From an optimization exercise on the open Yosys and OpenROAD flow, aimed at small area; shortcuts taken in it are not production practice.
Only simulation tests tie the RTL to the original design; equivalence was not proved.
Power figures rest on the tool's default switching activity, not on a simulated workload.

==> flow/design.v <==
module ivi_top(
	input        clk,
	input        rst_n,
	input        in_a,
	input        in_b,
	input  [3:0] read_byte,
	output [7:0] out
);
	reg  [8:0] tb;
	wire       tick  = (tb == 9'd434);
	wire       etick = (tb == 9'd118);
	wire [8:0] tb_sh = {tb[7:0], tb[8] ^ tb[3]};
	always @(posedge clk)
		if (!rst_n)
			tb <= 9'd313;
		else
			tb <= {tb_sh[8:3], tb_sh[2] & ~tick, tb_sh[1:0]};
	reg  [3:0] st;
	wire       clr_st = st[3] | (st[2] & st[1]);    
	wire       cap    = tick & (st == 4'd3);
	wire       cs;
	always @(posedge clk)
		if (!rst_n)
			st <= 4'd0;
		else if (st == 4'd0) begin
			if (etick & cs)
				st <= 4'd1;
		end
		else if (tick)
			st <= (st == 4'd9) ? 4'd0 : st + 4'd1;
	reg        a, b, sb;
	reg [24:0] n;
	wire       clr = ~rst_n | clr_st;
	always @(posedge clk) begin
		a  <= ~clr & (a | in_a);
		b  <= ~clr & (b | in_b);
		sb <= b & (sb | ~a);
	end
	wire hi  = &{n[24], n[22], n[21], n[20], n[19], n[18], n[16],
	             n[14], n[13], n[12], n[11]};
	wire ov  = hi & (n[6] | (sb & (&n[5:0])));
	wire dn  = hi & n[6] & n[1] & n[0];
	assign cs = (a & b) | dn;
	wire cnt_en = (a ^ b) & ~(b & in_a) & ~dn;
	wire [25:0] nc;
	assign nc[0] = cnt_en;
	genvar i;
	generate
		for (i = 0; i < 25; i = i + 1) begin : g_cnt
			assign nc[i+1] = nc[i] & n[i];
			always @(posedge clk)
				n[i] <= (a | b) & (n[i] ^ nc[i]);
		end
	endgenerate
	reg [24:0] m;
	reg        f, x;
	always @(posedge clk)
		if (cap)
			m <= n;
	always @(posedge clk)
		if (!rst_n) begin
			f <= 1'b1;
			x <= 1'b0;
		end
		else if (cap) begin
			f <= ov;
			x <= sb | ov;
		end
	wire [7:0] sel = ({8{read_byte[0]}} & m[7:0])   |
	                 ({8{read_byte[1]}} & m[15:8])  |
	                 ({8{read_byte[2]}} & m[23:16]) |
	                 ({8{read_byte[3]}} & {7'b0, m[24]});
	wire       rd_lo = read_byte[0] | read_byte[1] | read_byte[2];
	wire       inv   = x & (rd_lo | read_byte[3]);
	assign out[6:0] = (sel[6:0] & {7{~f}}) ^ {7{inv}};
	assign out[7]   = ((sel[7] & ~f) ^ (x & rd_lo)) | (read_byte[3] & x & ~f);
endmodule
export LEC_CHECK = 0
export CAP_MARGIN = 20
export CORE_MARGIN = 2
export CORE_UTILIZATION = 65
export SLEW_MARGIN = 20
create_clock -name core_clock -period 10.0 [get_ports {clk}]
standard.sh (not shown) runs the stock make flow with config.mk's settings and CLKGATE_MAP_FILE= SYNTH_SCRIPT=/design/flow/synth_recipe.tcl, a recipe that flattens the netlist after the stock synthesis.
==> flow/flow/run.sh <==
#!/bin/bash
# Layout flow: the standard flow (standard.sh) with
#  - synthesis: the standard flow's synthesis script, but yosys's abc call runs
#    flow/abc_area.script (deepsyn + area-oriented mapping, no up-sizing) in place of
#    ORFS's speed script; everything else (synth -nofsm -noshare, flatten,
#    renaming) is the same, so the registers are the standard ones
#  - ports buffered with buf_1
#  - CTS options: -buf_list sky130_fd_sc_hd__clkbuf_4 -root_buf sky130_fd_sc_hd__clkbuf_4 -sink_clustering_size 25 -sink_clustering_max_diameter 200
# Each step writes its full output to its own log in this folder.
set -euo pipefail
W=$(pwd)
export MY_ABC_SCRIPT=$W/flow/abc_area.script
export BUFFER_PORTS_ARGS="-buffer_cell sky130_fd_sc_hd__buf_1"
export CTS_ARGS="-sink_clustering_enable -repair_clock_nets -dont_use_dummy_load -buf_list sky130_fd_sc_hd__clkbuf_4 -root_buf sky130_fd_sc_hd__clkbuf_4 -sink_clustering_size 25 -sink_clustering_max_diameter 200"
bash standard.sh SYNTH_SCRIPT=$W/flow/synth.tcl synth > synth.log 2>&1
bash standard.sh floorplan > floorplan.log 2>&1
bash standard.sh place > place.log 2>&1
bash standard.sh cts > cts.log 2>&1
bash standard.sh finish > finish.log 2>&1
==> flow/flow/abc_area.script <==
&get -n
&st
&deepsyn -T 60
&dch -f
&nf -a -R 1000
&put
topo
dnsize -c
==> flow/flow/synth.tcl <==
proc synth {args} { yosys synth -nofsm -noshare {*}$args }
proc abc {args} {
  set i [lsearch -exact $args -script]
  if { $i >= 0 && [info exists ::env(MY_ABC_SCRIPT)] } { lset args [expr {$i+1}] $::env(MY_ABC_SCRIPT) }
  yosys abc {*}$args
}
source $::env(SCRIPTS_DIR)/synth.tcl
# left out here: clear keep_hierarchy, flatten, clean up, hide names made inside functions, write 1_2_yosys.v
The starting point finished with timing, DRC and antenna clean.
Change:
==> flow/run.sh (new file) <==
#!/bin/bash
# synth_recipe.tcl (not shown) runs the flow's synth.tcl, then flattens the netlist and writes it again
# the make line also repeats each setting of config.mk as NAME=value (left out here)
make -C /OpenROAD-flow-scripts/flow DESIGN_CONFIG=/design/flow/config.mk WORK_HOME=/design/flow/orfs CLKGATE_MAP_FILE= SYNTH_SCRIPT=/design/flow/synth_recipe.tcl finish
- CORE_UTILIZATION: 65 -> 40
removed: flow/flow/run.sh
removed: flow/flow/abc_area.script
removed: flow/flow/synth.tcl
removed: flow/standard.sh
What happened: Flip-flop and latch count is unchanged. Worst setup slack got worse by 0.52 ns. Design area goes up by 14%. Maximum frequency goes down by 7.5%. Sequential power hardly moves. First-iteration DRC count goes up by 55%. Worst hold slack improved by 0.015 ns.
Change:
==> flow/flow/run.sh (new file) <==
#!/bin/bash
# Layout flow: the standard flow (standard.sh) with
#  - synthesis: the standard flow's synthesis script, but yosys's abc call runs
#    flow/abc_area.script (area-oriented mapping, no up-sizing) in place of
#    ORFS's speed script; everything else (synth -nofsm -noshare, flatten,
#    renaming) is the same, so the registers are the standard ones
#  - ports buffered with buf_1
#  - CTS options: 
# Each step writes its full output to its own log in this folder.
set -euo pipefail
W=$(pwd)
export MY_ABC_SCRIPT=$W/flow/abc_area.script
export BUFFER_PORTS_ARGS="-buffer_cell sky130_fd_sc_hd__buf_1"
export CTS_ARGS="-sink_clustering_enable -repair_clock_nets -dont_use_dummy_load "
bash standard.sh SYNTH_SCRIPT=$W/flow/synth.tcl synth > synth.log 2>&1
bash standard.sh floorplan > floorplan.log 2>&1
bash standard.sh place > place.log 2>&1
bash standard.sh cts > cts.log 2>&1
bash standard.sh finish > finish.log 2>&1
==> flow/flow/abc_area.script (new file) <==
&get -n
&st
&dc2
&syn2
&dch -f
&nf -a -R 1000
&put
topo
dnsize -c
==> flow/flow/synth.tcl (new file) <==
proc synth {args} { yosys synth -nofsm -noshare {*}$args }
proc abc {args} {
  set i [lsearch -exact $args -script]
  if { $i >= 0 && [info exists ::env(MY_ABC_SCRIPT)] } { lset args [expr {$i+1}] $::env(MY_ABC_SCRIPT) }
  yosys abc {*}$args
}
source $::env(SCRIPTS_DIR)/synth.tcl
# left out here: clear keep_hierarchy, flatten, clean up, hide names made inside functions, write 1_2_yosys.v
==> flow/standard.sh (new file) <==
#!/bin/bash
# synth_recipe.tcl (not shown) runs the flow's synth.tcl, then flattens the netlist and writes it again
# the make line also repeats each setting of config.mk as NAME=value (left out here)
make -C /OpenROAD-flow-scripts/flow DESIGN_CONFIG=/design/flow/config.mk WORK_HOME=/design/flow/orfs CLKGATE_MAP_FILE= SYNTH_SCRIPT=/design/flow/synth_recipe.tcl "${@:-finish}"
removed: flow/run.sh
Sequential power barely changes.
Cell count came out lower by 6.5%.
Cell area came out lower by 8.5%.
First-iteration DRC count came out lower by 7.9%.
Routed wire length came out lower by 7.5%.
Sequential cell count stays the same.
Power came out lower by 11%.
Worst hold slack got worse by 0.0077 ns.
Core utilization came out lower by 1.3 points.
Clock-buffer cell count came out lower by 3.
Via count came out lower by 1.0%.
Change:
--- a/flow/flow/run.sh
+++ b/flow/flow/run.sh
@@ -8 +8 @@
-#  - CTS options: 
+#  - CTS options: -buf_list sky130_fd_sc_hd__clkbuf_4 -root_buf sky130_fd_sc_hd__clkbuf_4 -sink_clustering_size 25 -sink_clustering_max_diameter 200
@@ -14 +14 @@
-export CTS_ARGS="-sink_clustering_enable -repair_clock_nets -dont_use_dummy_load "
+export CTS_ARGS="-sink_clustering_enable -repair_clock_nets -dont_use_dummy_load -buf_list sky130_fd_sc_hd__clkbuf_4 -root_buf sky130_fd_sc_hd__clkbuf_4 -sink_clustering_size 25 -sink_clustering_max_diameter 200"
The changed run produced a clean layout.
Global-route usage barely changes.
Register-to-register slack is worse by 0.02 ns.
Fmax climbs by about 0.7%.
Area after synthesis is unchanged.
Critical path depth does not change.
Worst hold slack is better by 0.0082 ns.
Cell area goes down by 1.9%.
Worst setup slack improved by 0.047 ns.
First-iteration DRC count decreases by 29%.
Sequential cell count is unchanged.
Cell count does not change.

==> separate check: timing with driven ports <==
How much do the figures lean on ideal ports? The routed layouts below were timed once more, with nothing changed but the port constraints. Step 1 (the two cells are an assumption about what drives the block):
set clk [get_ports {clk}]
set_driving_cell -lib_cell sky130_fd_sc_hd__clkbuf_16 $clk
set_driving_cell -lib_cell sky130_fd_sc_hd__buf_2 [delete_from_list [all_inputs] $clk]
Step 2, shift: input delay + t, output delay - t, t = (earliest + latest rising clock arrival at the registers) / 2. This alone moves slack from input paths to output paths. a / b / c = ideal / step 1 / step 2; a / b = the first two.
| run | t (ns) | setup WS [ns] | worst setup path after step 2 | cell pins on the clock port's net |
|---|---|---|---|---|
| the first run | 0.399 | 3.495 / 3.487 / 3.088 | input to register | 1 |
| the second run | 0.357 | 2.970 / 2.969 / 2.611 | input to register | 1 |
| the third run | 0.342 | 3.420 / 3.427 / 3.085 | input to register | 1 |
| the fourth run | 0.390 | 3.467 / 3.475 / 3.085 | input to register | 1 |
After both steps setup and hold are still met in every run listed. For the first run, which loses most, drivers alone change the setup slack by -0.008 ns; drivers and shift together by -0.407 ns.
